This is an optimization exercise on Yosys and OpenROAD, whose aim is small area, a short achievable clock period and few clock cycles per item, not a production implementation.
At most, simulation tests tie the RTL to the original design; equivalence was not proved.
Power and IR drop assume default switching activity.

## JAM
module JAM (
input CLK,
input RST,
output reg [2:0] W,
output reg [2:0] J,
input [6:0] Cost,
output [3:0] MatchCount,
output reg [9:0] MinCost,
output reg Valid );
For scale: ~2,700 cells after synthesis, ~510 flip-flops.
==> flow/config.mk <==
export PLATFORM = sky130hd
export DESIGN_NAME = JAM
export DESIGN_NICKNAME = JAM
export VERILOG_FILES = /design/flow/design.v
export SDC_FILE = /design/flow/constraint.sdc
export NUM_CORES = 4
export LEC_CHECK = 0
export CAP_MARGIN = 20
export CORE_MARGIN = 2
export CORE_UTILIZATION = 70
export SETUP_SLACK_MARGIN = 2.2
export SLEW_MARGIN = 20
==> flow/constraint.sdc <==
create_clock -name core_clock -period 5.0 [get_ports {CLK}]
set_input_delay 1.0000 -clock core_clock [delete_from_list [all_inputs] [get_ports {CLK}]]
set_output_delay 1.0000 -clock core_clock [all_outputs]
set_load 0.01 [all_outputs]
run.sh (not shown) runs the stock make flow with config.mk's settings and CLKGATE_MAP_FILE= SYNTH_SCRIPT=/design/flow/synth_recipe.tcl, a recipe that flattens the netlist after the stock synthesis.
Rerun with:
--- a/flow/design.v
+++ b/flow/design.v
@@ -78,26 +78,24 @@
 wire is_cr = bk == K_CR, is_init = bk == K_INIT, is_scan = bk == K_SCAN, is_ext = bk == K_EXT;
 wire       ctb = is_cr ? (rowasg[bi] || (accf && !rtb && rj == bi)) : is_ext ? 1'b0 : pval[bj];
 wire       lt = cs < {1'b0, dB};
 wire       k1 = {cs, ctb} < {1'b0, rv, rtb};
 wire       k2 = {dB, ctb} < {rv, rtb};
 wire       take = bfirst || (is_scan && !lt ? k2 : k1);
 wire [7:0] cv = is_scan && !lt ? dB : cs[7:0];
 wire [7:0] fv = take ? cv : rv;
 wire       ftb = take ? ctb : rtb;
 wire [2:0] cidx = is_cr ? bi : bj;
 wire [2:0] fidx = take ? cidx : rj;
 wire [7:0] ohj = 8'd1 << bj;
-wire [7:0] ohc = 8'd1 << cidx;
-wire [7:0] ohr = 8'd1 << rj;
 wire       ceq = cs[7:0] == rv;
 wire [7:0] fmask = (bfirst || k1) ? ohj : ceq ? (rmask | ohj) : rmask;
 wire [3:0] fcnt = (bfirst || k1) ? 4'd1 : ceq ? rcnt + 4'd1 : rcnt;
 wire       decide = ev && st[S_WROW];
 wire       dec_free = decide && !jst_m;
 wire       dec_exp = decide && jst_m;
 wire       start_next = (ev && st[S_WCR]) || dec_free;
 wire [7:0] rowasg_f = rowasg | ((accf && !rtb) ? (8'd1 << rj) : 8'd0);
 wire       any_todo = ~rowasg_f != 8'd0;
 reg  [2:0] next_row;
 integer k;
 always @* begin
@@ -137,43 +135,41 @@
 reg [3:0] ra [0:7];
 reg [3:0] rb [0:7];
 always @* begin
     for (k = 0; k < 8; k = k + 1) begin
         ra[k] = rs[k];
         rb[k] = rs[k] - {3'b000, cu[k]};
     end
 end
 always @(posedge CLK) begin
     pp0 <= {mul16(ra[0], ra[1]), mul16(ra[2], ra[3]), mul16(ra[4], ra[5]), mul16(ra[6], ra[7])};
     pp1 <= {mul16(rb[0], rb[1]), mul16(rb[2], rb[3]), mul16(rb[4], rb[5]), mul16(rb[6], rb[7])};
 end
-reg  [7:0] q0, q1;
+wire [3:0] prod0 = mul16(mul16(pp0[15:12], pp0[11:8]), mul16(pp0[7:4], pp0[3:0]));
+wire [3:0] prod1 = mul16(mul16(pp1[15:12], pp1[11:8]), mul16(pp1[7:4], pp1[3:0]));
+reg  [3:0] q0, q1;
 reg        par2, s2v;
 always @(posedge CLK) begin
-    q0 <= {mul16(pp0[15:12], pp0[11:8]), mul16(pp0[7:4], pp0[3:0])};
-    q1 <= pv1 ? {mul16(pp1[15:12], pp1[11:8]), mul16(pp1[7:4], pp1[3:0])} : 8'd0;
-    par2 <= par1;
-end
-wire [3:0] prod0 = mul16(q0[7:4], q0[3:0]);
-wire [3:0] prod1 = mul16(q1[7:4], q1[3:0]);
-wire [3:0] tsum = par2 ? prod1 - prod0 : prod0 - prod1;
+    q0 <= prod0; q1 <= pv1 ? prod1 : 4'd0; par2 <= par1;
+end
+wire [3:0] tsum = par2 ? q1 - q0 : q0 - q1;
 always @(posedge CLK or posedge RST) begin
     if (RST) begin
         st <= 12'd1 << S_CR; W <= 3'd0; J <= 3'd0; ak <= K_CR; afirst <= 1'b1; alast <= 1'b0;
         off <= 8'd0; corr <= 10'd0; bk <= K_NONE; ev <= 1'b0; accf <= 1'b0; dfd <= 1'b0;
         rowasg <= 8'd0; aug_on <= 1'b0; s1v <= 1'b0; s2v <= 1'b0; Valid <= 1'b0; MinCost <= 10'd0; vo <= 8'd1;
     end else begin
         bk <= ak;
         ev <= blast && ((is_cr && bj == 3'd7) || is_init || is_scan || (is_ext && bi == 3'd7));
-        if (blast && (is_init || is_scan)) vo <= take ? (ctb ? ohc : 8'd1) : (rtb ? ohr : 8'd1);
+        if (blast && (is_init || is_scan)) vo <= ftb ? (8'd1 << fidx) : 8'd1;
         accf <= blast && is_cr;
         dfd <= dec_free;
         if (accf || dfd) MinCost <= MinCost + {2'b00, rv};
         if (accf && !rtb) rowasg[rj] <= 1'b1;
         if (dec_free) aug_on <= 1'b1;
         else if (aug_on) aug_on <= wset[aug_j];
         s1v <= st[S_RY];
         s2v <= s1v;
         off <= vv; corr <= cnew;
             if (st[S_CR]) begin
                 if (W == 3'd7 && J == 3'd7) begin
                     st <= 12'd1 << S_WCR; ak <= K_NONE;
Result: The new run finished with timing, DRC and antenna clean. Cell area is about the same. Core utilization went down by 1.2 points. Die area barely changes. Setup slack improved by 0.14 ns. Wire length went down by 0.53%. Clock skew went up by 0.0099 ns. Fmax went up by 4.7%. Count of clock-buffer cells in the layout went down by 2. Power went down by 3.9%. Clock power went down by 7.0%. Register-to-register slack improved by 0.14 ns. Flip-flop and latch count went down by 8. Area after synthesis hardly moves. Via count went up by 0.84%.
Testbench counts after the change, summed over its fixed seeds: cycles 5,819, items 24.
Only the layout flow was run in the first run of this note; the RTL was not checked for function there.

-- port drivers added, routing unchanged --
Ports are ideal in the flow. The routed layouts listed here were re-timed in OpenROAD. Step 1 (the two cells are an assumption about what drives the block):
set clk [get_ports {CLK}]
set_driving_cell -lib_cell sky130_fd_sc_hd__clkbuf_16 $clk
set_driving_cell -lib_cell sky130_fd_sc_hd__buf_2 [delete_from_list [all_inputs] $clk]
Step 2 also shifts input and output timing later by t, the mid clock arrival at the registers, as if the neighbouring blocks saw the same clock. Three values: ideal, step 1, step 2; two values: the first two.
| run | t (ns) | setup WS [ns] | worst setup path at the end | latest minus earliest clock arrival (ns) | slew at the worst register clock pin (ns) |
|---|---|---|---|---|---|
| the first run | 0.659 | 1.993 / 1.993 / 1.675 | input to register | 0.020 / 0.020 | 0.07 / 0.07 |
| the second run | 0.659 | 2.129 / 2.129 / 1.636 | input to register | 0.030 / 0.030 | 0.07 / 0.07 |
After both steps setup and hold are still met in every run listed. The setup slack of the second run, which loses most, moves by 0.000 ns with the drivers and by -0.493 ns with both steps.
